What follows belongs to an exercise in optimizing a design on an open flow for small area; a production flow would make more cautious choices. Only simulation tests tie the RTL to the original design; equivalence was not proved. Power is estimated from default activity; no workload was simulated.

==> flow/design.v <==
module badapple_top(
    input clk,
    input rst,              
    output sck,             
    output reg miso,        
    output reg reset_oled,  
    output dc,              
    output reg sck_reg,     
    input rxd,              
    output st_init,
    output st_clear,
    output st_wait,
    output st_write,
    input  [15:0] sram_data_in,
    output reg [15:0] sram_data_out,
    output        sram_data_oe,
    output reg [18:0] sram_addr,
    output        sram_oe_r,
    output reg    sram_ce_r,
    output        sram_we_r,
    output        sram_ub_r,
    output        sram_lb_r,
    input keepgoing,
    output reg showdelay,
    input addr_reset
    );
    reg [5:0] p;
    wire p_end    = (p == 6'd50);
    wire sck_rise = p_end & ~sck_reg;
    wire sck_fall = p_end & sck_reg;
    wire pre_rise = (p == 6'd49) & ~sck_reg;    
    wire c50      = p[0] ^ sck_reg;             
    always @(posedge clk)
        if (rst) begin
            p <= 0;
            sck_reg <= 0;
        end else begin
            p <= p_end ? 6'd0 : p + 6'd1;
            if (p_end) sck_reg <= ~sck_reg;
        end
    localparam [3:0] S_INIT  = 4'b1000,
                     S_CLEAR = 4'b1100,
                     S_LOAD  = 4'b0100,
                     S_WAIT  = 4'b0010,
                     S_WRITE = 4'b0001,
                     S_DELAY = 4'b1011;
    reg [3:0] st;
    assign {st_init, st_clear, st_wait, st_write} = st;
    wire is_init  = st[3] & ~st[2] & ~st[1];
    wire is_clear = st[3] & st[2];
    wire is_load  = ~st[3] & st[2];
    wire is_write = ~st[3] & st[0];
    wire is_play  = ~st[2] & (st[1] | st[0]);    
    reg [9:0]  ud;      
    reg [3:0]  us;      
    wire       uart_en, hi_step, hi_clr;
    reg [2:0]  e;       
    reg [9:0]  pos;     
    reg [2:0]  u;       
    reg [7:0]  cnt_lo;
    reg        cnt_hi0;
    wire [11:0] cnt_hi;
    reg [7:0]  hb;      
    reg [7:0]  sr;      
    reg [3:0]  ss;      
    reg        rmode;   
    reg        rp_d;
    reg [16:0] z;
    wire send_done = (ss == 4'd0);
    wire spi_data_ph = ss[3];
    assign cnt_hi = is_play ? {ud, us[0], cnt_hi0} : {11'd0, cnt_hi0};
    wire cnt_ge = |cnt_hi;                          
    localparam [7:0] CLO_38 = 8'h4d, CLO_98 = 8'ha2, CLO_255 = 8'h80;
    wire [7:0]  cnt_lo_inc = {cnt_lo[6:0], cnt_lo[7] ^ cnt_lo[5] ^ cnt_lo[4] ^ cnt_lo[3] ^ (cnt_lo[6:0] == 7'd0)};
    wire [11:0] cnt_hi_inc = {cnt_hi[10:0], cnt_hi[11] ^ cnt_hi[10] ^ cnt_hi[9] ^ cnt_hi[3] ^ (cnt_hi[10:0] == 11'd0)};
    wire cnt_carry = (cnt_lo == CLO_255);
    wire k_0   = ~cnt_hi0 & (cnt_lo == 8'd0);
    wire k_98  = ~cnt_hi0 & (cnt_lo == CLO_98);
    wire k_294 = cnt_hi0 & (cnt_lo == CLO_38);
    wire init_done = (pos[3:0] == 4'd11);
    wire eng_done = (e == 3'd6);
    always @(posedge clk)
        if (rst) reset_oled <= 0;
        else if (is_init & ~sck_reg) begin
            if (k_0 && p == 6'd10) reset_oled <= 1;
            else if (k_98 && p == 6'd4) reset_oled <= 0;
            else if (k_294 && p == 6'd12) reset_oled <= 1;
        end
    always @(posedge clk)
        if (rst) st <= S_INIT;
        else if (sck_rise)
            case (st)
                S_INIT:  if (init_done) st <= S_CLEAR;
                S_CLEAR: if (eng_done) st <= S_LOAD;
                S_LOAD:  if (u == 3'd6) st <= S_WRITE;
                S_WAIT:  st <= showdelay ? S_DELAY : S_WRITE;
                S_WRITE: if (eng_done) st <= S_WAIT;
                S_DELAY: if (!showdelay) st <= S_WRITE;
                default: st <= S_INIT;
            endcase
    wire load_end = sck_rise & is_load & (u == 3'd6);
    wire last_col = (pos == 10'h3ff);
    always @(posedge clk)
        if (rst) e <= 0;
        else if (sck_rise)
            case (e)
                3'd0: if (is_clear | is_write) e <= 3'd1;
                3'd1, 3'd2, 3'd3, 3'd4: if (send_done) e <= e + 3'd1;
                3'd5: e <= (is_clear & ~last_col) ? 3'd1 : 3'd6;
                default: e <= 3'd0;
            endcase
    wire rd_go = sck_rise & is_write & eng_done;
    wire byte_taken = rd_go & (u == 3'd0 | u == 3'd2);
    wire pos_inc = (sck_rise & is_init & send_done & ~init_done) |
                   (sck_rise & is_clear & e == 3'd5) | (byte_taken & ~showdelay);
    wire pos_clr = ~reset_oled | (sck_rise & is_clear & e == 3'd0) | (byte_taken & showdelay);
    always @(posedge clk)
        pos <= pos_clr ? 10'd0 : pos + {9'd0, pos_inc};
    wire [7:0] init_byte;
    wire [15:0] ib7 = 16'b0000111111101111;
    wire [15:0] ib6 = 16'b1111000111000010;
    wire [15:0] ib5 = 16'b1111111100000001;
    wire [15:0] ib4 = 16'b1001000110010010;
    wire [15:0] ib3 = 16'b1100110011001001;
    wire [15:0] ib2 = 16'b0101010001011011;
    wire [15:0] ib1 = 16'b1111110001000001;
    wire [15:0] ib0 = 16'b0101010111101010;
    assign init_byte = {ib7[pos[3:0]], ib6[pos[3:0]], ib5[pos[3:0]], ib4[pos[3:0]],
                        ib3[pos[3:0]], ib2[pos[3:0]], ib1[pos[3:0]], ib0[pos[3:0]]};
    wire spi_send = (is_init & reset_oled & ~init_done) |
                    (e != 3'd0 && e <= 3'd4);
    reg [7:0] spi_data;
    always @(*)
        case (e)
            3'd1: spi_data = {5'b10110, pos[9:7]};
            3'd2: spi_data = {5'b00010, pos[6:4]};
            3'd3: spi_data = {4'b0000, pos[3:0]};
            3'd4: spi_data = is_write ? hb : 8'h00;
            default: spi_data = init_byte;
        endcase
    always @(posedge clk)
        if (rst) ss <= 4'd6;
        else if (sck_rise) begin
            if (ss == 4'd6) begin
                if (spi_send) ss <= 4'd7;
            end else if (ss == 4'd0) ss <= 4'd6;
            else ss <= ss + 4'd1;
        end
    always @(posedge clk)
        if (rst) miso <= 0;
        else if (sck_fall & spi_data_ph) miso <= spi_data[~ss[2:0]];
    assign sck = spi_data_ph ? sck_reg : 1'b1;
    assign dc = (spi_data_ph | send_done) & (e == 3'd4);
    always @(posedge clk)
        if (rst) us <= 4'd7;
        else if (hi_clr) us <= 4'd0;
        else if (is_play) begin
            if (hi_step) us[0] <= cnt_hi_inc[1];
        end else if (uart_en) begin
            if (us == 4'd7) begin
                if (!rxd) us <= 4'd8;
            end else if (us == 4'd0) begin
                if (rxd) us <= 4'd7;
            end else us <= us + 4'd1;
        end
    wire ack = (us == 4'd0);
    wire ack_rise = uart_en & (us == 4'd15);
    always @(posedge clk)
        if (rst) u <= 0;
        else if (load_end) u <= 0;
        else if (is_load) begin
            if (uart_en)
                case (u)
                    3'd0: if (ack) u <= 3'd1;
                    3'd1: u <= 3'd2;
                    3'd2: if (ack) u <= 3'd3;
                    3'd3: u <= 3'd4;
                    3'd4: u <= cnt_ge ? 3'd6 : 3'd5;
                    3'd5: u <= 3'd0;
                    default: u <= 3'd6;
                endcase
        end else if (sck_rise & is_play)
            case (u)
                3'd0: if (is_write & eng_done) u <= 3'd1;
                3'd1: u <= cnt_ge ? 3'd4 : 3'd2;
                3'd2: if (is_write & eng_done) u <= 3'd3;
                3'd3: u <= cnt_ge ? 3'd4 : 3'd0;
                default: u <= cnt_ge ? 3'd4 : 3'd0;
            endcase
    wire addr_inc = (is_load & uart_en & u == 3'd4 & ~cnt_ge) | (rd_go & u == 3'd0);
    wire addr_clr = rst | load_end | (rd_go & u == 3'd0 & addr_reset);
    always @(posedge clk)
        sram_addr <= addr_clr ? 19'd0 : sram_addr + {18'd0, addr_inc};
    wire write_done_rise = sck_rise & is_write & (e == 3'd5);
    wire cnt_step = is_init ? (sck_fall & ~k_294) :
                    is_load ? ack_rise : (write_done_rise & ~addr_reset);
    wire cnt_clr = rst | load_end | is_clear | (write_done_rise & addr_reset);
    assign hi_step = cnt_step & cnt_carry;
    always @(posedge clk)
        if (cnt_clr) begin
            cnt_lo <= 0;
            cnt_hi0 <= 0;
        end else if (cnt_step) begin
            cnt_lo <= cnt_lo_inc;
            if (cnt_carry) cnt_hi0 <= cnt_hi_inc[0];
        end
    localparam [9:0] UD_RESET = 10'h281, UD_END = 10'h166;
    assign uart_en = (ud == UD_END);
    assign hi_clr = load_end | (write_done_rise & addr_reset);
    always @(posedge clk)
        if (rst) ud <= UD_RESET;
        else if (hi_clr) ud <= 10'd0;
        else if (is_play) begin
            if (hi_step) ud <= cnt_hi_inc[11:2];
        end else if (uart_en) ud <= 10'd0;
        else ud <= {ud[8:0], ~(ud[9] ^ ud[6])};
    wire hb_hold = (e == 3'd4) & ((ss == 4'd7) | (ss[3] & (ss[2:0] != 3'd7)));
    always @(posedge clk)
        if (is_play) begin
            if (pre_rise & u == 3'd0) sr <= sram_data_in[7:0];
        end else if (uart_en & us[3]) sr <= {rxd, sr[7:1]};
    always @(posedge clk)
        if (is_play) begin
            if (pre_rise & u == 3'd0 & ~hb_hold) hb <= sram_data_in[15:8];
            else if (pre_rise & u == 3'd2 & ~hb_hold) hb <= sr;
        end else if (is_load & uart_en & u == 3'd1) hb <= sr;
    always @(posedge clk) sram_ce_r <= rst;
    always @(posedge clk)
        if (~c50) begin
            if (is_load) begin
                if (u == 3'd4) rmode <= 0;
            end else if (u == 3'd0) rmode <= 1;
        end
    assign sram_oe_r = sram_ce_r | ~rmode;
    assign sram_we_r = sram_ce_r | rmode;
    assign sram_ub_r = sram_ce_r;
    assign sram_lb_r = sram_ce_r;
    assign sram_data_oe = ~sram_we_r;
    always @(posedge clk)
        if (rst) sram_data_out <= 0;
        else if (c50 & is_load & u == 3'd4) sram_data_out <= {hb, sr};
    localparam [16:0] Z_END = 17'h00256;
    wire rp = is_load | (sram_addr[8:0] == 9'd0);
    wire delay_end = (z == Z_END) | (~showdelay & z[0]);
    always @(posedge clk)
        if (rst) begin
            showdelay <= 0;
            rp_d <= 0;
        end else begin
            rp_d <= rp;
            if (delay_end) showdelay <= 0;
            else if (rp & ~rp_d) showdelay <= 1;
        end
    always @(posedge clk)
        if (rst | ~(showdelay & keepgoing)) z <= 0;
        else z <= {z[15:0], ~(z[16] ^ z[13])};
endmodule
==> flow/flow/run.sh <==
#!/bin/bash
# Layout flow:
# 1. the standard synthesis (standard.sh synth);
# 2. its combinational logic re-mapped for area by Yosys/ABC (flow/resyn.ys
#    with each flow/resyn*.abc script; the smallest result is kept), with
#    every register cell kept, name and type;
# 3. the standard layout from floorplan to finish (standard.sh), with port
#    buffers of buf_1 cells and a clock tree of clkbuf_4 cells without dummy
#    loads.
# Each step's full output goes to its own log in this folder; ORFS's
# per-stage logs are under orfs/logs.
set -euo pipefail
W=$(pwd)
R=$W/orfs/results/$FLOW_PLATFORM/badapple_top/base
LIB=$FLOW_HOME/platforms/sky130hd/lib/sky130_fd_sc_hd__tt_025C_1v80.lib
YOSYS=$FLOW_HOME/../tools/install/yosys/bin/yosys
[[ -x $YOSYS ]] || YOSYS=yosys

bash standard.sh synth > synth.log 2>&1
cp "$R/1_2_yosys.v" "$W/standard_1_2_yosys.v"
# try each ABC script, keep the smallest result
best=""; best_area=""
for abc in flow/resyn*.abc; do
  n=$(basename "$abc" .abc)
  sed -e "s#@LIB@#$LIB#g" -e "s#@IN@#$W/standard_1_2_yosys.v#" \
      -e "s#@OUT@#$W/${n}_1_2_yosys.v#" -e "s#@ABC@#$W/$abc#" \
      flow/resyn.ys > "${n}_run.ys"
  "$YOSYS" -s "${n}_run.ys" > "${n}.log" 2>&1
  area=$(grep "Chip area for module" "${n}.log" | tail -1 | awk '{print $NF}')
  echo "$n $area" >> resyn_areas.txt
  if [[ -z "$best" ]] || awk -v a="$area" -v b="$best_area" 'BEGIN{exit !(a < b)}'; then
    best=$n; best_area=$area
  fi
done
echo "best $best $best_area" >> resyn_areas.txt
cp "$W/${best}_1_2_yosys.v" "$W/resyn_1_2_yosys.v"
cp "$W/resyn_1_2_yosys.v" "$R/1_2_yosys.v"
rm -f "$R/1_synth.odb" "$R/1_synth.sdc"

export BUFFER_PORTS_ARGS="-buffer_cell sky130_fd_sc_hd__buf_1"
export CTS_ARGS="-repair_clock_nets -dont_use_dummy_load -buf_list sky130_fd_sc_hd__clkbuf_4"
bash standard.sh > layout.log 2>&1
==> flow/flow/resyn.ys <==
# Re-maps the combinational logic of the standard synthesis netlist for area.
# Register cells are black boxes here, so every register keeps its instance
# name and cell type; only the logic between them is rebuilt.
read_liberty -ignore_miss_func @LIB@
blackbox sky130_fd_sc_hd__*df* sky130_fd_sc_hd__*dl* sky130_fd_sc_hd__*dfx*
read_verilog @IN@
hierarchy -top badapple_top
flatten
hierarchy -top badapple_top
rename -hide w:*.*
opt -purge
abc -script @ABC@ -liberty @LIB@ -dont_use sky130_fd_sc_hd__lpflow_bleeder_1 -dont_use sky130_fd_sc_hd__lpflow_clkbufkapwr_1 -dont_use sky130_fd_sc_hd__lpflow_clkbufkapwr_16 -dont_use sky130_fd_sc_hd__lpflow_clkbufkapwr_2 -dont_use sky130_fd_sc_hd__lpflow_clkbufkapwr_4 -dont_use sky130_fd_sc_hd__lpflow_clkbufkapwr_8 -dont_use sky130_fd_sc_hd__lpflow_clkinvkapwr_1 -dont_use sky130_fd_sc_hd__lpflow_clkinvkapwr_16 -dont_use sky130_fd_sc_hd__lpflow_clkinvkapwr_2 -dont_use sky130_fd_sc_hd__lpflow_clkinvkapwr_4 -dont_use sky130_fd_sc_hd__lpflow_clkinvkapwr_8 -dont_use sky130_fd_sc_hd__lpflow_decapkapwr_12 -dont_use sky130_fd_sc_hd__lpflow_decapkapwr_3 -dont_use sky130_fd_sc_hd__lpflow_decapkapwr_4 -dont_use sky130_fd_sc_hd__lpflow_decapkapwr_6 -dont_use sky130_fd_sc_hd__lpflow_decapkapwr_8 -dont_use sky130_fd_sc_hd__lpflow_inputiso0n_1 -dont_use sky130_fd_sc_hd__lpflow_inputiso0p_1 -dont_use sky130_fd_sc_hd__lpflow_inputiso1n_1 -dont_use sky130_fd_sc_hd__lpflow_inputiso1p_1 -dont_use sky130_fd_sc_hd__lpflow_inputisolatch_1 -dont_use sky130_fd_sc_hd__lpflow_isobufsrc_1 -dont_use sky130_fd_sc_hd__lpflow_isobufsrc_16 -dont_use sky130_fd_sc_hd__lpflow_isobufsrc_2 -dont_use sky130_fd_sc_hd__lpflow_isobufsrc_4 -dont_use sky130_fd_sc_hd__lpflow_isobufsrc_8 -dont_use sky130_fd_sc_hd__lpflow_isobufsrckapwr_16 -dont_use sky130_fd_sc_hd__lpflow_lsbuf_lh_hl_isowell_tap_1 -dont_use sky130_fd_sc_hd__lpflow_lsbuf_lh_hl_isowell_tap_2 -dont_use sky130_fd_sc_hd__lpflow_lsbuf_lh_hl_isowell_tap_4 -dont_use sky130_fd_sc_hd__lpflow_lsbuf_lh_isowell_4 -dont_use sky130_fd_sc_hd__lpflow_lsbuf_lh_isowell_tap_1 -dont_use sky130_fd_sc_hd__lpflow_lsbuf_lh_isowell_tap_2 -dont_use sky130_fd_sc_hd__lpflow_lsbuf_lh_isowell_tap_4 -dont_use sky130_fd_sc_hd__probe_p_8 -dont_use sky130_fd_sc_hd__probec_p_8 
opt_clean -purge
hilomap -singleton -hicell sky130_fd_sc_hd__conb_1 HI -locell sky130_fd_sc_hd__conb_1 LO
insbuf -buf sky130_fd_sc_hd__buf_1 A X
opt_clean -purge
stat -liberty @LIB@
write_verilog -noattr -nohex -nodec @OUT@
==> flow/flow/resyn1.abc <==
strash
&get -n
&fraig -x
&put
scorr
dc2
strash
&get -n
&dch -f
&nf -R 1000 -p -F 10 -A 10 -a
&put
==> flow/flow/resyn2.abc <==
strash
&get -n
&fraig -x
&put
scorr
dc2
strash
&get -n
&dch -f
&nf -R 1000 -a -E 100 -F 10 -A 10
&put
==> flow/flow/resyn3.abc <==
strash
&get -n
&fraig -x
&put
scorr
dc2
strash
&get -n
&dch -f
&nf -R 1000 -a -E 100 -p
&put
==> flow/flow/resyn4.abc <==
strash
&get -n
&fraig -x
&put
scorr
dc2
strash
&get -n
&dch -f
&nf -R 1000 -p -a -C 32
&put
==> flow/standard.sh <==
#!/bin/bash
# synth_recipe.tcl (not shown) runs the flow's synth.tcl, then flattens the netlist and writes it again
# the make line also repeats each setting of config.mk as NAME=value (left out here)
make -C /OpenROAD-flow-scripts/flow DESIGN_CONFIG=/design/flow/config.mk WORK_HOME=/design/flow/orfs CLKGATE_MAP_FILE= SYNTH_SCRIPT=/design/flow/synth_recipe.tcl "${@:-finish}"
==> flow/config.mk <==
export PLATFORM = sky130hd
export DESIGN_NAME = badapple_top
export DESIGN_NICKNAME = badapple_top
export VERILOG_FILES = /design/flow/design.v
export SDC_FILE = /design/flow/constraint.sdc
export NUM_CORES = 4
export LEC_CHECK = 0
export CAP_MARGIN = 20
export CORE_MARGIN = 2
export CORE_UTILIZATION = 40
export PLACE_DENSITY = 0.6
export SLEW_MARGIN = 20
==> flow/constraint.sdc <==
create_clock -name core_clock -period 10.0 [get_ports {clk}]
set_input_delay 2.0000 -clock core_clock [delete_from_list [all_inputs] [get_ports {clk}]]
set_output_delay 2.0000 -clock core_clock [all_outputs]
set_load 0.01 [all_outputs]
==> flow_summary.ini, run 1 <==
[outcome]
status = complete, no violations

[finish]
regArea_um2 = 2730
stdcell_area_um2 = 6350
n_antenna_cell = 0
post-route-util_pct = 45.6
multi_input_area_um2 = 2920
drive_gt1_share_pct = 2.68
top_register = sram_addr
area_growth_pct = 11.1
fillers = 1397
num-nets-final = 770
largest_reg_flops = 19
top_regs = sram_addr: 19 flops, z: 17 flops, sram_data_out: 16 flops

[die]
start_util_pct = 41.0
io_pins = 72
core-area_um2 = 13900
rows = 43
die-width_um = 124
die_h_um = 124
die_area_um2 = 15300

[synthesis]
avgSynthCellArea_um2 = 8.69
synth_area_um2 = 5720
synth_nets = 679
synthCells = 658
yosysWarningCount = 1

[global_routing]
antenna_found_initial = 0
grtUsageTotal_pct = 19.3
grt_max_degree = 32
grt_pass1_wl_mm = 23.2
grt_pass1_vias = 4754
gr-total-overflow = 0

[placed_design]
pre_cts_ws_ns = 5.43
place.gp.congestion = 0.909
placed_cell_area_um2 = 6220
io_buffers = 71
place_hpwl_mm = 9.99

[pwr]
p_total_uw = 790
ir_drop_mv = 0.0879
power_density_nw_per_um2 = 124
p_leak_uw = 0.00220

[cts]
cts_resized = 0
htreeDepth = 4
clock-sinks = 128
post-cts-setup-buffers = 0
cts.reportedPaths.clkPinSlew_ns = 0.12
clk_latency_ns = 0.54
cts_root_buffer = clkbuf_4
cts.path.max_buffers = 2
cts_buffers = 17
cts_hold_buf = 0
cts_tree = yes

[sta]
setup_tns_ns = 0
rsz0062_at_grt = false
hold_violations = 0
maxSlewHeadroom_pct = 29.9
setup_viol = 0
fin_ws_ns = 5.31
timing.final.crit_period_ns = 4.69
fmax_ghz = 0.213
clock_skew_ns = 0.0390
worst_pin_slew_ns = 1.04
slew_violations = 0
post-route-period-util_pct = 46.9

[drt]
vias = 5202
dr.pass1.iters = 7
finalWirelength_mm = 14.0
ant_nets = 0
routedWlPerCell_um = 15.1
drc = 0
vias_per_cell = 5.61
drt_iter0_drc = 539

[setup_path]
crit_fanout = 14
startpoint = st[2]
cp-start-kind = flip-flop
cp.arrival_ns = 5.10
worstPathRequired_ns = 10.42
r2r_start = st[2]
path_class = reg2reg
worstSetupEndpointType = flip-flop

[job]
cap_violations = 0

[hold_path]
hold_start = z[2]
min_path_type = reg2reg
metrics by stage:
step | cells | hold WS (ns)
final | 927 | 0.448
after global placement | 910 | 0.442
after CTS | 927 | 0.446
after global routing | 927 | 0.481
after detailed placement | 910 | 0.447
after floorplan | 658 | 0.422
critical path: stages, from the launching register on:
cell	delay [ns]
dfxtp_1	0.58
clkinv_1	0.17
nor2_1	0.54
nand2_1	0.15
nor3_1	0.23
nand2_1	0.09
o21bai_1	0.24
and3_1	0.27
and3_1	0.21
and2_0	0.23
and3_1	0.22
and2_0	0.24
and3_1	0.26
and3_1	0.25
and3_1	0.25
and3_1	0.30
a21oi_1	0.11
a311oi_1	0.23
layout by cell type (no fill, tap or decap), types with 18 or more instances in the layout:
cell     count
a21oi_1     69
and2_0      25
buf_1       71
dfxtp_1    111
nand2_1     83
nand3_1     18
nor2_1      76
nor3_1      33
o21ai_0     38
routing by layer:
layer	global-route usage (%)	part of all wire [%]	routed length, um
met5	0	0	0
met4	7.10	1.9	272
met3	5.03	5.4	762
met2	30.6	47	6660
met1	25.2	45	6340
report_power, final:
part	switching, uW	internal [uW]	leakage (uW)
Clock	157	77.5	0.0000782
Sequential	5.89	523	0.00105
Combinational	17.0	9.70	0.00108
layout make-up:
cell class | instances | share of cell area [%]
clock buffer | 17 | 2.01
timing repair buffer | 74 | 4.55
inverter | 15 | 0.887
sequential | 128 | 43.0
tap | 180 | 3.55
multi-input combinational | 513 | 46.0
worst paths after layout:
| check | slack [ns] | to | cells past startpoint |
|---|---|---|---|
| min reg2reg | 0.45 | z[3] | 1 |
| max reg2reg | 5.31 | sram_addr[17] | 17 |
| min | 0.45 | z[3] | 1 |
| max | 5.31 | sram_addr[17] | 17 |
==> inputs of run 2 (changes only) <==
--- a/flow/flow/run.sh
+++ b/flow/flow/run.sh
@@ -38,5 +38,5 @@
 rm -f "$R/1_synth.odb" "$R/1_synth.sdc"
 
 export BUFFER_PORTS_ARGS="-buffer_cell sky130_fd_sc_hd__buf_1"
-export CTS_ARGS="-repair_clock_nets -dont_use_dummy_load -buf_list sky130_fd_sc_hd__clkbuf_4"
+export CTS_ARGS="-sink_clustering_enable -repair_clock_nets -dont_use_dummy_load -buf_list sky130_fd_sc_hd__clkbuf_4"
 bash standard.sh > layout.log 2>&1
==> flow_summary.ini, run 2 <==
[setup_path]
critPathSlowestCell = dfxtp_1
path_buf_inv = 1
cp-start-kind = flip-flop
max_stage_delay_ns = 0.58
cp.arrival_ns = 5.10
cp_top_family = simple AND/OR/NAND/NOR gates
worstSetupEndpointType = flip-flop
crit_fanout = 14
path_cells = clkinv_1 -> nor2_1 -> nand2_1 -> nor3_1 -> nand2_1 -> o21bai_1 -> and3_1 -> and3_1 -> and2_0 -> and3_1 -> and2_0 -> and3_1 -> and3_1 -> and3_1 -> and3_1 -> a21oi_1 -> a311oi_1
cpMostUsedCell = and3_1
path_class = reg2reg
worstPathRequired_ns = 10.42

[finish]
final_cell_mix = 111 x dfxtp_1, 83 x nand2_1, 76 x nor2_1
largest_reg_flops = 19
area_growth_pct = 11.1
mostFrequentLayoutCell = dfxtp_1
top_regs = sram_addr: 19 flops, z: 17 flops, sram_data_out: 16 flops
drive_gt1_share_pct = 2.68
n_antenna_cell = 0
num-nets-final = 770
fillers = 1397
top_register = sram_addr

[drt]
vias_per_cell = 5.61
ant_nets = 0
routedWlPerCell_um = 15.1
dr.pass1.iters = 7
drc = 0
finalWirelength_mm = 14.0
drt_iter0_drc = 539
vias = 5202

[sta]
fmax_ghz = 0.213
rsz0062_at_grt = false
clock_skew_ns = 0.0390
slew_violations = 0
hold_violations = 0
setup_tns_ns = 0
setup_viol = 0
post-route-period-util_pct = 46.9
timing.final.crit_period_ns = 4.69
maxSlewHeadroom_pct = 29.9
worst_pin_slew_ns = 1.04

[cts]
cts_root_buffer = clkbuf_4
cts_hold_buf = 0
htreeDepth = 4
cts_tree = yes
cts.path.max_buffers = 2
cts_resized = 0
post-cts-setup-buffers = 0
cts.reportedPaths.clkPinSlew_ns = 0.12
cts_buffers = 17
clock-sinks = 128
clk_latency_ns = 0.54

[placed_design]
place_hpwl_mm = 9.99
place.gp.congestion = 0.909
io_buffers = 71

[die]
die_area_um2 = 15300
rows = 43
die-width_um = 124
start_util_pct = 41.0
die_h_um = 124
core-area_um2 = 13900
io_pins = 72

[pwr]
power_density_nw_per_um2 = 124
p_total_uw = 790
ir_drop_mv = 0.0879
p_leak_uw = 0.00220

[synthesis]
synthCells = 658
synth_area_um2 = 5720
synth_nets = 679
avgSynthCellArea_um2 = 8.69
yosysWarningCount = 1

[hold_path]
min_path_type = reg2reg

[global_routing]
grtUsageTotal_pct = 19.3
gr-total-overflow = 0
grt_max_degree = 32
antenna_found_initial = 0
grt_pass1_wl_mm = 23.2
grt_pass1_vias = 4754

[job]
cap_violations = 0

[outcome]
status = complete, no violations
## run 2: power breakdown
part | leakage [uW] | internal, uW | switching [uW]
combinational | 0.00108 | 9.70 | 17.0
sequential | 0.00105 | 523 | 5.89
clock | 0.0000782 | 77.5 | 157
## run 2: final cells by class
cell class,count,area [um^2],share of cell area [%]
Timing Repair Buffer,74,289,4.55
Sequential cell,128,2730,43.0
Clock buffer,17,128,2.01
Multi-Input combinational cell,513,2920,46.0
Tap cell,180,225,3.55
Inverter,15,56.3,0.887
## run 2: worst register-to-register path: stages, from the launching register on
cell      delay, ns
dfxtp_1        0.58
clkinv_1       0.17
nor2_1         0.54
nand2_1        0.16
nor3_1         0.23
nand2_1        0.09
o21bai_1       0.24
and3_1         0.27
and3_1         0.21
and2_0         0.23
and3_1         0.22
and2_0         0.24
and3_1         0.26
and3_1         0.25
and3_1         0.25
and3_1         0.30
a21oi_1        0.11
a311oi_1       0.23
## run 2: metrics by stage
step / std cells / area [um^2] / util [%] / setup WS [ns] / hold slack [ns]
after global routing: 927 / 6350 / 45.6 / 4.74 / 0.481
after detailed placement: 910 / 6220 / 44.7 / 5.43 / 0.447
after floorplan: 658 / 5720 / - / 5.74 / 0.422
after global placement: 910 / 6220 / 44.7 / 5.61 / 0.442
final: 927 / 6350 / 45.6 / 5.31 / 0.448
after CTS: 927 / 6350 / 45.6 / 5.35 / 0.446
## run 2: routing by layer
layer / wire (um) / part of all wire, % / track usage [%]
met1: 6340 / 45 / 25.2
met4: 272 / 1.9 / 7.10
met2: 6660 / 47 / 30.6
met3: 762 / 5.4 / 5.03
met5: 0 / 0 / 0
## run 2: path summary, 6_finish.rpt
path | cells after the start | endpoint | start | slack [ns]
setup / recovery | 17 | sram_addr[17] | st[2] | 5.31
hold / removal | 1 | z[3] | z[2] | 0.45
setup reg to reg | 17 | sram_addr[17] | st[2] | 5.31
hold reg to reg | 1 | z[3] | z[2] | 0.45
==> inputs of run 3 (changes only) <==
--- a/flow/flow/run.sh
+++ b/flow/flow/run.sh
@@ -38,5 +38,5 @@
 rm -f "$R/1_synth.odb" "$R/1_synth.sdc"
 
 export BUFFER_PORTS_ARGS="-buffer_cell sky130_fd_sc_hd__buf_1"
-export CTS_ARGS="-sink_clustering_enable -repair_clock_nets -dont_use_dummy_load -buf_list sky130_fd_sc_hd__clkbuf_4"
+export CTS_ARGS="-sink_clustering_enable -repair_clock_nets -dont_use_dummy_load -buf_list sky130_fd_sc_hd__clkbuf_4 -sink_clustering_size 20 -sink_clustering_max_diameter 60"
 bash standard.sh > layout.log 2>&1
==> flow_summary.ini, run 3 <==
[outcome]
status = complete, no violations

[cts]
cts_resized = 0
cts.path.max_buffers = 2
cts.reportedPaths.clkPinSlew_ns = 0.12
cts_hold_buf = 0
cts_buffers = 17
post-cts-setup-buffers = 0
htreeDepth = 4
cts_tree = yes
clk_latency_ns = 0.54
cts_root_buffer = clkbuf_4
clock-sinks = 128

[setup_path]
critical_path_depth = 17
r2r_start = st[2]
reg2reg_setup_slack_ns = 5.31
path_buf_inv = 1
critPathSlowestCell = dfxtp_1
crit_fanout = 14
startpoint = st[2]
path_class = reg2reg
crit_path_end = sram_addr[17]
worstSetupEndpointType = flip-flop
cp_top_family = simple AND/OR/NAND/NOR gates
max_stage_delay_ns = 0.58
worstPathRequired_ns = 10.42
rr_endpoint = sram_addr[17]
cpMostUsedCell = and3_1
cp.arrival_ns = 5.10
cp-start-kind = flip-flop
path_cells = clkinv_1 -> nor2_1 -> nand2_1 -> nor3_1 -> nand2_1 -> o21bai_1 -> and3_1 -> and3_1 -> and2_0 -> and3_1 -> and2_0 -> and3_1 -> and3_1 -> and3_1 -> and3_1 -> a21oi_1 -> a311oi_1
reg2regPathDepth = 17

[global_routing]
grt_pass1_wl_mm = 23.2
gr-total-overflow = 0
grtUsageTotal_pct = 19.3
antenna_found_initial = 0
grt_pass1_vias = 4754
grt_max_degree = 32

[finish]
mostFrequentLayoutCell = dfxtp_1
fillers = 1397
num-nets-final = 770
drive_gt1_share_pct = 2.68
area_growth_pct = 11.1
n_antenna_cell = 0
top_regs = sram_addr: 19 flops, z: 17 flops, sram_data_out: 16 flops
stdcell_area_um2 = 6350
final_cell_mix = 111 x dfxtp_1, 83 x nand2_1, 76 x nor2_1
largest_reg_flops = 19
top_register = sram_addr

[synthesis]
synth_area_um2 = 5720
yosysWarningCount = 1
synth_nets = 679
synthCells = 658
avgSynthCellArea_um2 = 8.69

[die]
core-area_um2 = 13900
start_util_pct = 41.0
rows = 43
die-width_um = 124
io_pins = 72
die_h_um = 124
die_area_um2 = 15300

[sta]
maxSlewHeadroom_pct = 29.9
slew_violations = 0
worst_pin_slew_ns = 1.04
clock_skew_ns = 0.0390
setup_tns_ns = 0
whs_ns = 0.448
timing.final.crit_period_ns = 4.69
fmax_ghz = 0.213
post-route-period-util_pct = 46.9
hold_violations = 0
setup_viol = 0
rsz0062_at_grt = false

[pwr]
power.internal_uw = 610
pwr-share-clk_pct = 29.7
combinationalPowerShare_pct = 3.4
swShare_pct = 22.8
pwr-share-seq_pct = 66.9
ir_drop_mv = 0.0879
power_density_nw_per_um2 = 124
p_leak_uw = 0.00220
power_switching_uw = 180

[drt]
ant_nets = 0
drt_iter0_drc = 539
dr.pass1.iters = 7
routedWlPerCell_um = 15.1
finalWirelength_mm = 14.0
vias = 5202
vias_per_cell = 5.61
drc = 0

[placed_design]
place_hpwl_mm = 9.99
io_buffers = 71
place.gp.congestion = 0.909
placed_cell_area_um2 = 6220

[job]
cap_violations = 0

[hold_path]
min_path_type = reg2reg
run 3: worst min path at each step:
stage,from,end,cells after the start
global route,sram_data_out[10],sram_data_out[10],2
floorplan,z[5],z[6],1
CTS,z[11],z[12],1
finish,z[2],z[3],1
global placement,z[2],z[3],1
detailed placement,sram_data_out[8],sram_data_out[8],2
run 3: cell type report:
class	count	area, um^2	area share, %
Multi-Input combinational cell	513	2920	46.0
Sequential cell	128	2730	43.0
Timing Repair Buffer	74	289	4.55
Tap cell	180	225	3.55
Clock buffer	17	128	2.01
Inverter	15	56.3	0.887
run 3: metal layers:
| layer | track usage (%) | routed length, um | vias up |
|---|---|---|---|
| met5 | 0 | 0 | - |
| met3 | 5.03 | 762 | 21 |
| met2 | 30.6 | 6660 | 152 |
| met1 | 25.2 | 6340 | 2425 |
| li1 | - | - | 2604 |
| met4 | 7.10 | 272 | 0 |
run 3: through the flow:
stage                     setup WS, ns  total power, uW  utilization (%)  cells
final                             5.31              790             45.6    927
after floorplan                   5.74              555                -    658
after global placement            5.61              567             44.7    910
after CTS                         5.35              800             45.6    927
after global routing              4.74              828             45.6    927
after detailed placement          5.43              567             44.7    910
run 3: power by group through the flow:
stage,Combinational (uW),Sequential (uW),Clock [uW]
after floorplan,15.2,539,0
after global placement,26.3,540,0
after detailed placement,26.6,541,0
after CTS,26.7,529,244
after global routing,30.2,530,268
final,26.7,529,235
==> inputs of run 4 (changes only) <==
--- a/flow/config.mk
+++ b/flow/config.mk
@@ -7,6 +7,6 @@
 export LEC_CHECK = 0
 export CAP_MARGIN = 20
 export CORE_MARGIN = 2
-export CORE_UTILIZATION = 40
-export PLACE_DENSITY = 0.6
+export CORE_UTILIZATION = 65
+export PLACE_DENSITY = 0.8
 export SLEW_MARGIN = 20
==> flow_summary.ini, run 4 <==
[outcome]
status = complete, no violations

[sta]
fmax_ghz = 0.214
hold_violations = 0
setup_viol = 0
slew_violations = 0
rsz0062_at_grt = false
maxSlewHeadroom_pct = 35.1
fin_ws_ns = 5.32
setup_tns_ns = 0
post-route-period-util_pct = 46.8
clock_skew_ns = 0.0406
whs_ns = 0.452
worst_pin_slew_ns = 0.964
timing.final.crit_period_ns = 4.68

[synthesis]
synth_nets = 679
yosysWarningCount = 1
synth_area_um2 = 5720
avgSynthCellArea_um2 = 8.69
synthCells = 658

[pwr]
ir_drop_mv = 0.0793
power_density_nw_per_um2 = 126
p_leak_uw = 0.00220

[cts]
clk_latency_ns = 0.53
cts_tree = yes
post-cts-setup-buffers = 0
cts_resized = 0
htreeDepth = 4
cts_hold_buf = 0
clock-sinks = 128
cts_root_buffer = clkbuf_4
cts.reportedPaths.clkPinSlew_ns = 0.10
cts_buffers = 17
cts.path.max_buffers = 2

[hold_path]
min_path_type = reg2reg

[die]
die-width_um = 97.8
start_util_pct = 66.2
io_pins = 72
rows = 34
die_h_um = 97.8
die_area_um2 = 9560
core-area_um2 = 8640

[drt]
finalWirelength_mm = 13.4
vias = 5273
vias_per_cell = 6.17
ant_nets = 0
routedWlPerCell_um = 15.7
dr.pass1.iters = 8
drt_iter0_drc = 409
drc = 0

[placed_design]
place.gp.congestion = 0.925
place_hpwl_mm = 9.66
io_buffers = 71
pre_cts_ws_ns = 5.42
placed_cells = 837

[finish]
n_antenna_cell = 0
multi_input_area_um2 = 2920
post-route-util_pct = 72.4
area_growth_pct = 9.39
regArea_um2 = 2730
top_register = sram_addr
num-nets-final = 769
instances_no_fill = 854
top_regs = sram_addr: 19 flops, z: 17 flops, sram_data_out: 16 flops
largest_reg_flops = 19
final_cell_mix = 111 x dfxtp_1, 83 x nand2_1, 76 x nor2_1
drive_gt1_share_pct = 2.55
mostFrequentLayoutCell = dfxtp_1
fillers = 705

[setup_path]
crit_fanout = 14
path_class = reg2reg
worstSetupEndpointType = flip-flop
cp-start-kind = flip-flop
worstPathRequired_ns = 10.40
cp.arrival_ns = 5.08

[global_routing]
antenna_found_initial = 0
gr-total-overflow = 0
grt_pass1_wl_mm = 21.9
grt_pass1_vias = 4786
grt_max_degree = 32
grtUsageTotal_pct = 28.0

[job]
cap_violations = 0
-- run 4: where the power goes --
part,total [uW],switching [uW],leakage (uW),internal [uW]
Clock,231,153,0.0000782,77.6
Sequential,529,5.85,0.00105,523
Combinational,25.9,16.4,0.00107,9.44
Total,785,175,0.00220,610
-- run 4: metrics by stage --
stage	cell area [um^2]	total power, uW
global placement	6130	565
finish	6250	785
detailed placement	6130	566
CTS	6250	790
global route	6250	813
floorplan	5720	555
-- run 4: path summary, 6_finish.rpt --
kind	from	endpoint	slack, ns	depth (start not counted)
worst max-delay path	st[2]	sram_addr[17]	5.32	17
worst min-delay path	z[8]	z[9]	0.45	1
worst max register to register	st[2]	sram_addr[17]	5.32	17
worst min register to register	z[8]	z[9]	0.45	1
-- run 4: cell type report --
class	count	area share, %
clock buffer	17	2.04
inverter	15	0.900
multi-input combinational	513	46.7
sequential	128	43.7
tap	108	2.16
timing repair buffer	73	4.50
-- run 4: worst max-delay path: stages, from the launching register on --
cell and delay [ns]:
dfxtp_1 0.58, clkinv_1 0.17, nor2_1 0.54, nand2_1 0.15
nor3_1 0.23, nand2_1 0.10, o21bai_1 0.24, and3_1 0.28
and3_1 0.22, and2_0 0.23, and3_1 0.22, and2_0 0.24
and3_1 0.26, and3_1 0.25, and3_1 0.24, and3_1 0.30
a21oi_1 0.10, a311oi_1 0.24
-- run 4: layer usage --
layer / global-route usage (%) / share of wire [%] / vias to the layer above / routed length [um]
li1: - / - / 2620 / -
met1: 36.2 / 44 / 2422 / 5850
met2: 46.5 / 48 / 203 / 6470
met3: 6.44 / 5.9 / 28 / 791
met4: 9.83 / 2.0 / 0 / 264
met5: 0 / 0 / - / 0
==> inputs of run 5 (changes only) <==
--- a/flow/design.v
+++ b/flow/design.v
@@ -56,7 +56,8 @@
     wire       uart_en, hi_step, hi_clr;
     reg [2:0]  e;       
     reg [9:0]  pos;     
-    reg [2:0]  u;       
+    wire [2:0] wu;
+    wire [2:0] ru;
     reg [7:0]  cnt_lo;
     reg        cnt_hi0;
     wire [11:0] cnt_hi;
@@ -92,13 +93,13 @@
             case (st)
                 S_INIT:  if (init_done) st <= S_CLEAR;
                 S_CLEAR: if (eng_done) st <= S_LOAD;
-                S_LOAD:  if (u == 3'd6) st <= S_WRITE;
+                S_LOAD:  if (wu == 3'd6) st <= S_WRITE;
                 S_WAIT:  st <= showdelay ? S_DELAY : S_WRITE;
                 S_WRITE: if (eng_done) st <= S_WAIT;
                 S_DELAY: if (!showdelay) st <= S_WRITE;
                 default: st <= S_INIT;
             endcase
-    wire load_end = sck_rise & is_load & (u == 3'd6);
+    wire load_end = sck_rise & is_load & (wu == 3'd6);
     wire last_col = (pos == 10'h3ff);
     always @(posedge clk)
         if (rst) e <= 0;
@@ -110,12 +111,18 @@
                 default: e <= 3'd0;
             endcase
     wire rd_go = sck_rise & is_write & eng_done;
-    wire byte_taken = rd_go & (u == 3'd0 | u == 3'd2);
+    wire byte_taken = rd_go & (ru == 3'd0 | ru == 3'd2);
     wire pos_inc = (sck_rise & is_init & send_done & ~init_done) |
                    (sck_rise & is_clear & e == 3'd5) | (byte_taken & ~showdelay);
-    wire pos_clr = ~reset_oled | (sck_rise & is_clear & e == 3'd0) | (byte_taken & showdelay);
-    always @(posedge clk)
-        pos <= pos_clr ? 10'd0 : pos + {9'd0, pos_inc};
+    wire pos_clr = ~reset_oled | load_end | (sck_rise & is_clear & e == 3'd0) |
+                   (byte_taken & showdelay);
+    reg [2:0] wu_next;
+    always @(posedge clk)
+        if (pos_clr) pos <= 10'd0;
+        else if (is_load) begin
+            if (uart_en) pos[2:0] <= wu_next;
+        end else pos <= pos + {9'd0, pos_inc};
+    assign wu = pos[2:0];
     wire [7:0] init_byte;
     wire [15:0] ib7 = 16'b0000111111101111;
     wire [15:0] ib6 = 16'b1111000111000010;
@@ -153,9 +160,11 @@
     assign dc = (spi_data_ph | send_done) & (e == 3'd4);
     always @(posedge clk)
         if (rst) us <= 4'd7;
-        else if (hi_clr) us <= 4'd0;
+        else if (load_end) us <= 4'd0;
         else if (is_play) begin
-            if (hi_step) us[0] <= cnt_hi_inc[1];
+            if (hi_clr) us[0] <= 1'b0;
+            else if (hi_step) us[0] <= cnt_hi_inc[1];
+            if (sck_rise) us[3:1] <= ru_next;
         end else if (uart_en) begin
             if (us == 4'd7) begin
                 if (!rxd) us <= 4'd8;
@@ -163,32 +172,30 @@
                 if (rxd) us <= 4'd7;
             end else us <= us + 4'd1;
         end
+    assign ru = us[3:1];
     wire ack = (us == 4'd0);
     wire ack_rise = uart_en & (us == 4'd15);
-    always @(posedge clk)
-        if (rst) u <= 0;
-        else if (load_end) u <= 0;
-        else if (is_load) begin
-            if (uart_en)
-                case (u)
-                    3'd0: if (ack) u <= 3'd1;
-                    3'd1: u <= 3'd2;
-                    3'd2: if (ack) u <= 3'd3;
-                    3'd3: u <= 3'd4;
-                    3'd4: u <= cnt_ge ? 3'd6 : 3'd5;
-                    3'd5: u <= 3'd0;
-                    default: u <= 3'd6;
-                endcase
-        end else if (sck_rise & is_play)
-            case (u)
-                3'd0: if (is_write & eng_done) u <= 3'd1;
-                3'd1: u <= cnt_ge ? 3'd4 : 3'd2;
-                3'd2: if (is_write & eng_done) u <= 3'd3;
-                3'd3: u <= cnt_ge ? 3'd4 : 3'd0;
-                default: u <= cnt_ge ? 3'd4 : 3'd0;
-            endcase
-    wire addr_inc = (is_load & uart_en & u == 3'd4 & ~cnt_ge) | (rd_go & u == 3'd0);
-    wire addr_clr = rst | load_end | (rd_go & u == 3'd0 & addr_reset);
+    always @(*)
+        case (wu)
+            3'd0: wu_next = ack ? 3'd1 : 3'd0;
+            3'd1: wu_next = 3'd2;
+            3'd2: wu_next = ack ? 3'd3 : 3'd2;
+            3'd3: wu_next = 3'd4;
+            3'd4: wu_next = cnt_ge ? 3'd6 : 3'd5;
+            3'd5: wu_next = 3'd0;
+            default: wu_next = 3'd6;
+        endcase
+    reg [2:0] ru_next;
+    always @(*)
+        case (ru)
+            3'd0: ru_next = (is_write & eng_done) ? 3'd1 : 3'd0;
+            3'd1: ru_next = cnt_ge ? 3'd4 : 3'd2;
+            3'd2: ru_next = (is_write & eng_done) ? 3'd3 : 3'd2;
+            3'd3: ru_next = cnt_ge ? 3'd4 : 3'd0;
+            default: ru_next = cnt_ge ? 3'd4 : 3'd0;
+        endcase
+    wire addr_inc = (is_load & uart_en & wu == 3'd4 & ~cnt_ge) | (rd_go & ru == 3'd0);
+    wire addr_clr = rst | load_end | (rd_go & ru == 3'd0 & addr_reset);
     always @(posedge clk)
         sram_addr <= addr_clr ? 19'd0 : sram_addr + {18'd0, addr_inc};
     wire write_done_rise = sck_rise & is_write & (e == 3'd5);
@@ -217,19 +224,19 @@
     wire hb_hold = (e == 3'd4) & ((ss == 4'd7) | (ss[3] & (ss[2:0] != 3'd7)));
     always @(posedge clk)
         if (is_play) begin
-            if (pre_rise & u == 3'd0) sr <= sram_data_in[7:0];
+            if (pre_rise & ru == 3'd0) sr <= sram_data_in[7:0];
         end else if (uart_en & us[3]) sr <= {rxd, sr[7:1]};
     always @(posedge clk)
         if (is_play) begin
-            if (pre_rise & u == 3'd0 & ~hb_hold) hb <= sram_data_in[15:8];
-            else if (pre_rise & u == 3'd2 & ~hb_hold) hb <= sr;
-        end else if (is_load & uart_en & u == 3'd1) hb <= sr;
+            if (pre_rise & ru == 3'd0 & ~hb_hold) hb <= sram_data_in[15:8];
+            else if (pre_rise & ru == 3'd2 & ~hb_hold) hb <= sr;
+        end else if (is_load & uart_en & wu == 3'd1) hb <= sr;
     always @(posedge clk) sram_ce_r <= rst;
     always @(posedge clk)
         if (~c50) begin
             if (is_load) begin
-                if (u == 3'd4) rmode <= 0;
-            end else if (u == 3'd0) rmode <= 1;
+                if (wu == 3'd4) rmode <= 0;
+            end else if (~is_play | ru == 3'd0) rmode <= 1;
         end
     assign sram_oe_r = sram_ce_r | ~rmode;
     assign sram_we_r = sram_ce_r | rmode;
@@ -238,7 +245,7 @@
     assign sram_data_oe = ~sram_we_r;
     always @(posedge clk)
         if (rst) sram_data_out <= 0;
-        else if (c50 & is_load & u == 3'd4) sram_data_out <= {hb, sr};
+        else if (c50 & is_load & wu == 3'd4) sram_data_out <= {hb, sr};
     localparam [16:0] Z_END = 17'h00256;
     wire rp = is_load | (sram_addr[8:0] == 9'd0);
     wire delay_end = (z == Z_END) | (~showdelay & z[0]);
--- a/flow/config.mk
+++ b/flow/config.mk
@@ -7,6 +7,6 @@
 export LEC_CHECK = 0
 export CAP_MARGIN = 20
 export CORE_MARGIN = 2
-export CORE_UTILIZATION = 65
-export PLACE_DENSITY = 0.8
+export CORE_UTILIZATION = 40
+export PLACE_DENSITY = 0.6
 export SLEW_MARGIN = 20
==> flow_summary.ini, run 5 <==
[sta]
fin_ws_ns = 5.08
clock_skew_ns = 0.0309
setup_tns_ns = 0
setup_viol = 0
maxSlewHeadroom_pct = 30.4
post-route-period-util_pct = 49.2
fmax_ghz = 0.203
worst_pin_slew_ns = 1.04
hold_violations = 0
timing.final.crit_period_ns = 4.92
slew_violations = 0
rsz0062_at_grt = false
whs_ns = 0.458

[synthesis]
yosysWarningCount = 1
synthCells = 677
avgSynthCellArea_um2 = 8.44
synth_nets = 698
synth_area_um2 = 5710

[cts]
clock-sinks = 125
cts.reportedPaths.clkPinSlew_ns = 0.10
post-cts-setup-buffers = 0
cts_root_buffer = clkbuf_4
cts_resized = 0
clk_latency_ns = 0.53
cts_buffers = 17
cts.path.max_buffers = 2
cts_hold_buf = 0
htreeDepth = 4
cts_tree = yes

[outcome]
status = complete, no violations

[placed_design]
pre_cts_ws_ns = 5.17
placed_cell_area_um2 = 6250
place_hpwl_mm = 10.5
place.gp.congestion = 0.864
io_buffers = 71

[setup_path]
path_class = reg2reg
max_stage_delay_ns = 0.55
cp-start-kind = flip-flop
worstSetupEndpointType = flip-flop
reg2reg_setup_slack_ns = 5.08
cp.arrival_ns = 5.36
critPathSlowestCell = or4_1
cpMostUsedCell = and3_1
r2r_start = ud[7]
rr_endpoint = sram_addr[18]
crit_fanout = 7
path_cells = or4_1 -> nor3_1 -> nand3_1 -> a21oi_1 -> and2_0 -> clkinv_1 -> nor3_1 -> o21a_1 -> and2_0 -> and3_1 -> and2_0 -> and3_1 -> and2_0 -> and3_1 -> and4_1 -> and3_1 -> and3_1 -> a21oi_1 -> nor3_1
worstPathRequired_ns = 10.44
reg2regPathDepth = 19

[global_routing]
gr-total-overflow = 0
grt_pass1_wl_mm = 23.8
antenna_found_initial = 1
grt_max_degree = 48
grt_pass1_vias = 4794
grtUsageTotal_pct = 20.2

[job]
cap_violations = 0

[pwr]
pwr-share-seq_pct = 66.9
pwr-share-clk_pct = 30.4
combinationalPowerShare_pct = 2.8
swShare_pct = 22.7
power_density_nw_per_um2 = 121
power.internal_uw = 597
ir_drop_mv = 0.0575
p_leak_uw = 0.00226
power_switching_uw = 175

[hold_path]
hold_start = sram_data_out[7]
min_path_type = reg2reg
hold_end = sram_data_out[7]
min_path_cells = 2

[drt]
vias_per_cell = 5.61
finalWirelength_mm = 14.8
routedWlPerCell_um = 15.5
ant_nets = 0
dr.pass1.iters = 5
vias = 5339
drc = 0
drt_iter0_drc = 348

[finish]
final_cell_mix = 108 x dfxtp_1, 99 x nand2_1, 80 x nor2_1
area_growth_pct = 11.7
drive_gt1_share_pct = 3.38
top_regs = sram_addr: 19 flops, z: 17 flops, sram_data_out: 16 flops
mostFrequentLayoutCell = dfxtp_1
top_register = sram_addr
stdcell_area_um2 = 6380
largest_reg_flops = 19
num-nets-final = 793

[die]
start_util_pct = 41.0
die_area_um2 = 15300
io_pins = 72
rows = 43
core-area_um2 = 13900
die-width_um = 123
die_h_um = 123
==> run 5: layout make-up <==
| type | count | area [um^2] |
|---|---|---|
| Antenna cell | 1 | 2.50 |
| Clock buffer | 17 | 128 |
| Fill cell | 1407 | 7550 |
| Inverter | 18 | 67.6 |
| Multi-Input combinational cell | 532 | 2970 |
| Sequential cell | 125 | 2670 |
| Tap cell | 180 | 225 |
| Timing Repair Buffer | 78 | 320 |
==> run 5: worst max-delay path by stage <==
stage               startpoint            end  slack [ns]  depth (start not counted)
floorplan                ud[7]  sram_addr[18]        5.34                         16
finish                   ud[7]  sram_addr[18]        5.08                         19
detailed placement       ud[7]  sram_addr[18]        5.17                         19
global route             ud[7]  sram_addr[17]        4.57                         19
CTS                      ud[7]  sram_addr[18]        5.10                         19
global placement         ud[7]  sram_addr[18]        5.32                         19
==> run 5: routing by layer <==
metal | GRT usage [%] | part of all wire, %
met5 | 0 | 0
met2 | 32.1 | 47
met4 | 6.96 | 1.1
met1 | 26.6 | 46
met3 | 4.98 | 5.4
==> run 5: through the flow <==
step | power, uW | util [%] | std cells
global placement | 549 | 44.9 | 933
global route | 809 | 45.8 | 951
CTS | 786 | 45.8 | 950
detailed placement | 549 | 44.9 | 933
floorplan | 538 | - | 677
finish | 772 | 45.8 | 951
==> run 5: power groups by stage <==
stage | clock [uW] | combinational [uW] | sequential [uW]
2_1_floorplan | 0 | 11.4 | 526
3_3_place_gp | 0 | 21.2 | 527
3_5_place_dp | 0 | 21.6 | 527
4_1_cts | 249 | 21.7 | 516
5_1_grt | 268 | 24.4 | 517
6_report | 234 | 21.4 | 516
==> run 5: worst max-delay path, delay by kind of cell (launching register included) <==
kind,cells,cell delay (ns)
buffers and inverters,1,0.09
AOI/OAI and AO/OA,3,0.52
DFF,1,0.35
and+or+nand+nor,15,3.87
==> inputs of run 6 (changes only) <==
--- a/flow/design.v
+++ b/flow/design.v
@@ -50,7 +50,7 @@
     wire is_clear = st[3] & st[2];
     wire is_load  = ~st[3] & st[2];
     wire is_write = ~st[3] & st[0];
-    wire is_play  = ~st[2] & (st[1] | st[0]);    
+    wire is_play  = st[1] | st[0];               
     reg [9:0]  ud;      
     reg [3:0]  us;      
     wire       uart_en, hi_step, hi_clr;
@@ -67,7 +67,9 @@
     reg        rmode;   
     reg        rp_d;
     reg [16:0] z;
-    wire send_done = (ss == 4'd0);
+    wire send_done = ~ss[3] & ~ss[2];            
+    wire ss_idle   = ~ss[3] & ss[2] & ~ss[0];    
+    wire ss_csl    = ~ss[3] & ss[0];             
     wire spi_data_ph = ss[3];
     assign cnt_hi = is_play ? {ud, us[0], cnt_hi0} : {11'd0, cnt_hi0};
     wire cnt_ge = |cnt_hi;                          
@@ -79,7 +81,7 @@
     wire k_98  = ~cnt_hi0 & (cnt_lo == CLO_98);
     wire k_294 = cnt_hi0 & (cnt_lo == CLO_38);
     wire init_done = (pos[3:0] == 4'd11);
-    wire eng_done = (e == 3'd6);
+    wire eng_done = e[2] & e[1];                   
     always @(posedge clk)
         if (rst) reset_oled <= 0;
         else if (is_init & ~sck_reg) begin
@@ -87,19 +89,19 @@
             else if (k_98 && p == 6'd4) reset_oled <= 0;
             else if (k_294 && p == 6'd12) reset_oled <= 1;
         end
+    wire is_wait  = ~st[3] & st[1];
+    wire is_delay = st[3] & st[1];
     always @(posedge clk)
         if (rst) st <= S_INIT;
-        else if (sck_rise)
-            case (st)
-                S_INIT:  if (init_done) st <= S_CLEAR;
-                S_CLEAR: if (eng_done) st <= S_LOAD;
-                S_LOAD:  if (wu == 3'd6) st <= S_WRITE;
-                S_WAIT:  st <= showdelay ? S_DELAY : S_WRITE;
-                S_WRITE: if (eng_done) st <= S_WAIT;
-                S_DELAY: if (!showdelay) st <= S_WRITE;
-                default: st <= S_INIT;
-            endcase
-    wire load_end = sck_rise & is_load & (wu == 3'd6);
+        else if (sck_rise) begin
+            if (is_init & init_done) st <= S_CLEAR;
+            if (is_clear & eng_done) st <= S_LOAD;
+            if (is_load & wu[2] & wu[1]) st <= S_WRITE;
+            if (is_wait) st <= showdelay ? S_DELAY : S_WRITE;
+            if (is_write & eng_done) st <= S_WAIT;
+            if (is_delay & ~showdelay) st <= S_WRITE;
+        end
+    wire load_end = sck_rise & is_load & wu[2] & wu[1];
     wire last_col = (pos == 10'h3ff);
     always @(posedge clk)
         if (rst) e <= 0;
@@ -111,9 +113,9 @@
                 default: e <= 3'd0;
             endcase
     wire rd_go = sck_rise & is_write & eng_done;
-    wire byte_taken = rd_go & (ru == 3'd0 | ru == 3'd2);
+    wire byte_taken = rd_go & ~ru[2] & ~ru[0];    
     wire pos_inc = (sck_rise & is_init & send_done & ~init_done) |
-                   (sck_rise & is_clear & e == 3'd5) | (byte_taken & ~showdelay);
+                   (sck_rise & is_clear & e[2] & e[0]) | (byte_taken & ~showdelay);
     wire pos_clr = ~reset_oled | load_end | (sck_rise & is_clear & e == 3'd0) |
                    (byte_taken & showdelay);
     reg [2:0] wu_next;
@@ -148,9 +150,9 @@
     always @(posedge clk)
         if (rst) ss <= 4'd6;
         else if (sck_rise) begin
-            if (ss == 4'd6) begin
+            if (ss_idle) begin
                 if (spi_send) ss <= 4'd7;
-            end else if (ss == 4'd0) ss <= 4'd6;
+            end else if (send_done) ss <= 4'd6;
             else ss <= ss + 4'd1;
         end
     always @(posedge clk)
@@ -166,14 +168,14 @@
             else if (hi_step) us[0] <= cnt_hi_inc[1];
             if (sck_rise) us[3:1] <= ru_next;
         end else if (uart_en) begin
-            if (us == 4'd7) begin
+            if (~us[3] & us[0]) begin
                 if (!rxd) us <= 4'd8;
-            end else if (us == 4'd0) begin
+            end else if (~us[3] & ~us[0]) begin
                 if (rxd) us <= 4'd7;
             end else us <= us + 4'd1;
         end
     assign ru = us[3:1];
-    wire ack = (us == 4'd0);
+    wire ack = ~us[3] & ~us[0];                    
     wire ack_rise = uart_en & (us == 4'd15);
     always @(*)
         case (wu)
@@ -198,7 +200,7 @@
     wire addr_clr = rst | load_end | (rd_go & ru == 3'd0 & addr_reset);
     always @(posedge clk)
         sram_addr <= addr_clr ? 19'd0 : sram_addr + {18'd0, addr_inc};
-    wire write_done_rise = sck_rise & is_write & (e == 3'd5);
+    wire write_done_rise = sck_rise & is_write & e[2] & e[0];
     wire cnt_step = is_init ? (sck_fall & ~k_294) :
                     is_load ? ack_rise : (write_done_rise & ~addr_reset);
     wire cnt_clr = rst | load_end | is_clear | (write_done_rise & addr_reset);
@@ -221,7 +223,7 @@
             if (hi_step) ud <= cnt_hi_inc[11:2];
         end else if (uart_en) ud <= 10'd0;
         else ud <= {ud[8:0], ~(ud[9] ^ ud[6])};
-    wire hb_hold = (e == 3'd4) & ((ss == 4'd7) | (ss[3] & (ss[2:0] != 3'd7)));
+    wire hb_hold = (e == 3'd4) & (ss_csl | (ss[3] & (ss[2:0] != 3'd7)));
     always @(posedge clk)
         if (is_play) begin
             if (pre_rise & ru == 3'd0) sr <= sram_data_in[7:0];
@@ -229,7 +231,7 @@
     always @(posedge clk)
         if (is_play) begin
             if (pre_rise & ru == 3'd0 & ~hb_hold) hb <= sram_data_in[15:8];
-            else if (pre_rise & ru == 3'd2 & ~hb_hold) hb <= sr;
+            else if (pre_rise & ru[1] & ~ru[0] & ~hb_hold) hb <= sr;
         end else if (is_load & uart_en & wu == 3'd1) hb <= sr;
     always @(posedge clk) sram_ce_r <= rst;
     always @(posedge clk)
==> flow_summary.ini, run 6 <==
[outcome]
status = complete, no violations

[finish]
multi_input_area_um2 = 2930
num-nets-final = 783
top_regs = sram_addr: 19 flops, z: 17 flops, sram_data_out: 16 flops
regArea_um2 = 2670
final_cell_mix = 108 x dfxtp_1, 102 x nand2_1, 88 x nor2_1
drive_gt1_share_pct = 3.42
n_antenna_cell = 0
area_growth_pct = 11.9
stdcell_area_um2 = 6290
top_register = sram_addr
mostFrequentLayoutCell = dfxtp_1
largest_reg_flops = 19
fillers = 1378

[sta]
post-route-period-util_pct = 45.6
timing.final.crit_period_ns = 4.56
hold_violations = 0
slew_violations = 0
whs_ns = 0.422
setup_viol = 0
worst_pin_slew_ns = 1.03
maxSlewHeadroom_pct = 31.5
clock_skew_ns = 0.0448
rsz0062_at_grt = false
fmax_ghz = 0.220
setup_tns_ns = 0

[die]
die_h_um = 123
start_util_pct = 40.7
die-width_um = 123
die_area_um2 = 15000
rows = 43
io_pins = 72
core-area_um2 = 13800

[cts]
cts.path.max_buffers = 2
htreeDepth = 4
cts_buffers = 17
cts_tree = yes
cts_root_buffer = clkbuf_4
clock-sinks = 125
clk_latency_ns = 0.53
post-cts-setup-buffers = 0
cts.reportedPaths.clkPinSlew_ns = 0.12
cts_resized = 0
cts_hold_buf = 0

[setup_path]
r2r_start = st[1]
path_buf_inv = 1
max_stage_delay_ns = 0.53
startpoint = st[1]
cpMostUsedCell = and3_1
worstPathRequired_ns = 10.40
critical_path_depth = 17
path_class = reg2reg
cp-start-kind = flip-flop
reg2regPathDepth = 17
worstSetupEndpointType = flip-flop
cp_top_family = simple AND/OR/NAND/NOR gates
cp.arrival_ns = 4.95
path_cells = or2_0 -> buf_4 -> a211oi_1 -> a21boi_0 -> nand4_1 -> o31ai_1 -> and3_1 -> and3_1 -> and2_0 -> and3_1 -> and3_1 -> and3_1 -> and3_1 -> and3_1 -> and3_1 -> nand3_1 -> and3b_1
critPathSlowestCell = a21boi_0
crit_fanout = 23

[pwr]
ir_drop_mv = 0.106
power_density_nw_per_um2 = 124
p_leak_uw = 0.00218

[drt]
drc = 0
vias_per_cell = 5.59
drt_iter0_drc = 450
routedWlPerCell_um = 15.0
finalWirelength_mm = 14.1
vias = 5258
dr.pass1.iters = 5
ant_nets = 0

[placed_design]
place.gp.congestion = 0.909
placed_cell_area_um2 = 6160
io_buffers = 71
place_hpwl_mm = 10.3

[global_routing]
grt_pass1_wl_mm = 22.8
gr-total-overflow = 0
grtUsageTotal_pct = 19.2
grt_pass1_vias = 4662
grt_max_degree = 47
antenna_found_initial = 0

[job]
cap_violations = 0

[synthesis]
synth_nets = 689
synth_area_um2 = 5630
avgSynthCellArea_um2 = 8.42
synthCells = 668
yosysWarningCount = 1

[hold_path]
hold_start = z[11]
min_path_cells = 1
min_path_type = reg2reg
-- run 6: worst paths after layout --
check	slack [ns]	endpoint
worst max-delay path	5.44	sram_addr[18]
worst min-delay path	0.42	z[12]
worst max register to register	5.44	sram_addr[18]
worst min register to register	0.42	z[12]
-- run 6: stage by stage --
stage	total power, uW	setup WS (ns)	instances	util (%)
6_report	778	5.44	940	45.5
3_5_place_dp	558	5.53	922	44.5
4_1_cts	789	5.49	939	45.4
3_3_place_gp	558	5.69	922	44.5
5_1_grt	813	5.03	940	45.5
2_1_floorplan	545	5.99	668	-
-- run 6: cell type report --
class | instances | share of cell area [%]
Multi-Input combinational cell | 532 | 46.5
Sequential cell | 125 | 42.5
Timing Repair Buffer | 77 | 4.93
Tap cell | 180 | 3.58
Clock buffer | 17 | 2.03
Inverter | 9 | 0.537
-- run 6: layer usage --
metal / vias up / share of wire, % / routed length, um / track usage, %
met5: - / 0 / 0 / 0
met4: 0 / 1.2 / 172 / 5.75
met3: 15 / 4.9 / 691 / 5.53
met2: 147 / 48 / 6800 / 30.5
met1: 2455 / 46 / 6470 / 25.4
li1: 2641 / - / - / -
-- run 6: report_power, final --
part	leakage (uW)	internal [uW]	switching (uW)
logic	0.00108	11.5	17.5
clock network	0.0000782	77.6	153
registers	0.00102	511	6.16
total	0.00218	601	177
==> inputs of run 7 (changes only) <==
--- a/flow/design.v
+++ b/flow/design.v
@@ -25,10 +25,10 @@
     input addr_reset
     );
     reg [5:0] p;
-    wire p_end    = (p == 6'd50);
+    wire p_end    = p[5] & p[4] & p[1];          
     wire sck_rise = p_end & ~sck_reg;
     wire sck_fall = p_end & sck_reg;
-    wire pre_rise = (p == 6'd49) & ~sck_reg;    
+    wire pre_rise = p[5] & p[4] & p[0] & ~sck_reg;    
     wire c50      = p[0] ^ sck_reg;             
     always @(posedge clk)
         if (rst) begin
@@ -79,8 +79,8 @@
     wire cnt_carry = (cnt_lo == CLO_255);
     wire k_0   = ~cnt_hi0 & (cnt_lo == 8'd0);
     wire k_98  = ~cnt_hi0 & (cnt_lo == CLO_98);
-    wire k_294 = cnt_hi0 & (cnt_lo == CLO_38);
-    wire init_done = (pos[3:0] == 4'd11);
+    wire k_294 = cnt_hi0 & cnt_lo[3] & cnt_lo[2] & cnt_lo[0];    
+    wire init_done = pos[3] & pos[1] & pos[0];     
     wire eng_done = e[2] & e[1];                   
     always @(posedge clk)
         if (rst) reset_oled <= 0;
==> flow_summary.ini, run 7 <==
[sta]
timing.final.crit_period_ns = 4.55
whs_ns = 0.458
setup_tns_ns = 0
rsz0062_at_grt = false
setup_viol = 0
slew_violations = 0
clock_skew_ns = 0.0422
fin_ws_ns = 5.45
maxSlewHeadroom_pct = 33.4
worst_pin_slew_ns = 0.992
post-route-period-util_pct = 45.5
fmax_ghz = 0.220
hold_violations = 0

[drt]
drc = 0
finalWirelength_mm = 13.7
dr.pass1.iters = 6
vias = 5039
drt_iter0_drc = 340
ant_nets = 0
routedWlPerCell_um = 15.0
vias_per_cell = 5.51

[die]
io_pins = 72
die_area_um2 = 14800
core-area_um2 = 13700
start_util_pct = 40.4
die-width_um = 122
die_h_um = 122
rows = 43

[placed_design]
io_buffers = 71
placed_cells = 898
place.gp.congestion = 0.852
place_hpwl_mm = 9.90
pre_cts_ws_ns = 5.54

[finish]
drive_gt1_share_pct = 2.99
n_antenna_cell = 0
num-nets-final = 758
largest_reg_flops = 19
mostFrequentLayoutCell = dfxtp_1
top_register = sram_addr
instances_no_fill = 915
final_cell_mix = 108 x dfxtp_1, 73 x nor2_1, 71 x a21oi_1
top_regs = sram_addr: 19 flops, z: 17 flops, sram_data_out: 16 flops
area_growth_pct = 11.6

[hold_path]
min_path_type = reg2reg

[global_routing]
grtUsageTotal_pct = 19.1
grt_pass1_vias = 4651
grt_max_degree = 45
grt_pass1_wl_mm = 22.4
antenna_found_initial = 0
gr-total-overflow = 0

[cts]
cts_tree = yes
cts_hold_buf = 0
cts_resized = 0
htreeDepth = 4
cts_root_buffer = clkbuf_4
cts_buffers = 17
cts.path.max_buffers = 2
post-cts-setup-buffers = 0
clock-sinks = 125
clk_latency_ns = 0.53
cts.reportedPaths.clkPinSlew_ns = 0.12

[synthesis]
synthCells = 645
synth_nets = 666
avgSynthCellArea_um2 = 8.59
yosysWarningCount = 1
synth_area_um2 = 5540

[pwr]
p_leak_uw = 0.00207
power_density_nw_per_um2 = 124
ir_drop_mv = 0.0817

[setup_path]
worstSetupEndpointType = flip-flop
crit_fanout = 5
cp-start-kind = flip-flop
reg2reg_setup_slack_ns = 5.45
worstPathRequired_ns = 10.40
path_class = reg2reg
cp.arrival_ns = 4.95
cp_top_family = simple AND/OR/NAND/NOR gates
max_stage_delay_ns = 0.46
cpMostUsedCell = and3_1
path_cells = nor4_1 -> nand2_1 -> o41ai_1 -> and2_0 -> clkinv_1 -> nor3_1 -> o21a_1 -> and3_1 -> and3_1 -> and3_1 -> nor2b_1 -> and3_1 -> and3_1 -> and2_0 -> nand3_1 -> xor2_1 -> nor2_1
critPathSlowestCell = nor4_1
path_buf_inv = 1

[outcome]
status = complete, no violations

[job]
cap_violations = 0
==> run 7: final timing paths <==
| path | endpoint | cells after the start | startpoint |
|---|---|---|---|
| setup reg to reg | sram_addr[18] | 17 | ud[7] |
| hold reg to reg | z[4] | 1 | z[3] |
| setup / recovery | sram_addr[18] | 17 | ud[7] |
| hold / removal | z[4] | 1 | z[3] |
==> run 7: power breakdown <==
part	switching, uW	internal [uW]
clock	151	77.5
combinational	12.8	8.13
sequential	4.89	511
total	169	596
==> run 7: layout make-up <==
type / count / area, um^2
Inverter: 21 / 78.8
Clock buffer: 17 / 128
Timing Repair Buffer: 75 / 298
Tap cell: 180 / 225
Sequential cell: 125 / 2670
Fill cell: 1422 / 7530
Multi-Input combinational cell: 497 / 2780
==> run 7: routing by layer <==
metal / share of wire [%] / vias to the layer above / global-route usage (%)
li1: - / 2551 / -
met1: 46 / 2341 / 24.2
met3: 4.7 / 19 / 4.96
met4: 1.6 / 0 / 7.11
met2: 48 / 128 / 31.4
met5: 0 / - / 0
==> run 7: metrics by stage <==
stage | util [%] | total power (uW) | cell area (um^2)
finish | 45.1 | 765 | 6190
global route | 45.1 | 800 | 6190
CTS | 45.1 | 778 | 6190
detailed placement | 44.2 | 548 | 6060
global placement | 44.1 | 548 | 6050
floorplan | - | 537 | 5540
==> run 7: worst register-to-register path, cell delays in order, from the launching register on <==
cell and delay (ns):
dfxtp_1 0.35, nor4_1 0.46, nand2_1 0.10, o41ai_1 0.40
and2_0 0.28, clkinv_1 0.09, nor3_1 0.46, o21a_1 0.24
and3_1 0.22, and3_1 0.25, and3_1 0.24, nor2b_1 0.29
and3_1 0.27, and3_1 0.20, and2_0 0.25, nand3_1 0.14
xor2_1 0.16, nor2_1 0.05

==> what the ideal ports hide <==
No port has a modelled driver above. Below, the same layouts with a new extraction and two added sets of constraints. Step 1: set_driving_cell puts a clkbuf_16 on clk and a buf_2 on each other input, an assumption about the parent block. Step 2 also shifts input and output timing later by t, the mid clock arrival at the registers, as if the neighbouring blocks saw the same clock. Three values: ideal ports, drivers, drivers and shift; two values: the first two.
run	shift t [ns]	setup slack, ns
run 1	0.554	5.314 / 5.314 / 5.314
run 2	0.554	5.314 / 5.314 / 5.314
run 3	0.554	5.314 / 5.314 / 5.314
run 4	0.543	5.320 / 5.320 / 5.320
run 5	0.555	5.080 / 5.080 / 5.080
run 6	0.543	5.445 / 5.445 / 5.445
run 7	0.543	5.450 / 5.450 / 5.450
After both steps every run listed still meets setup and hold.
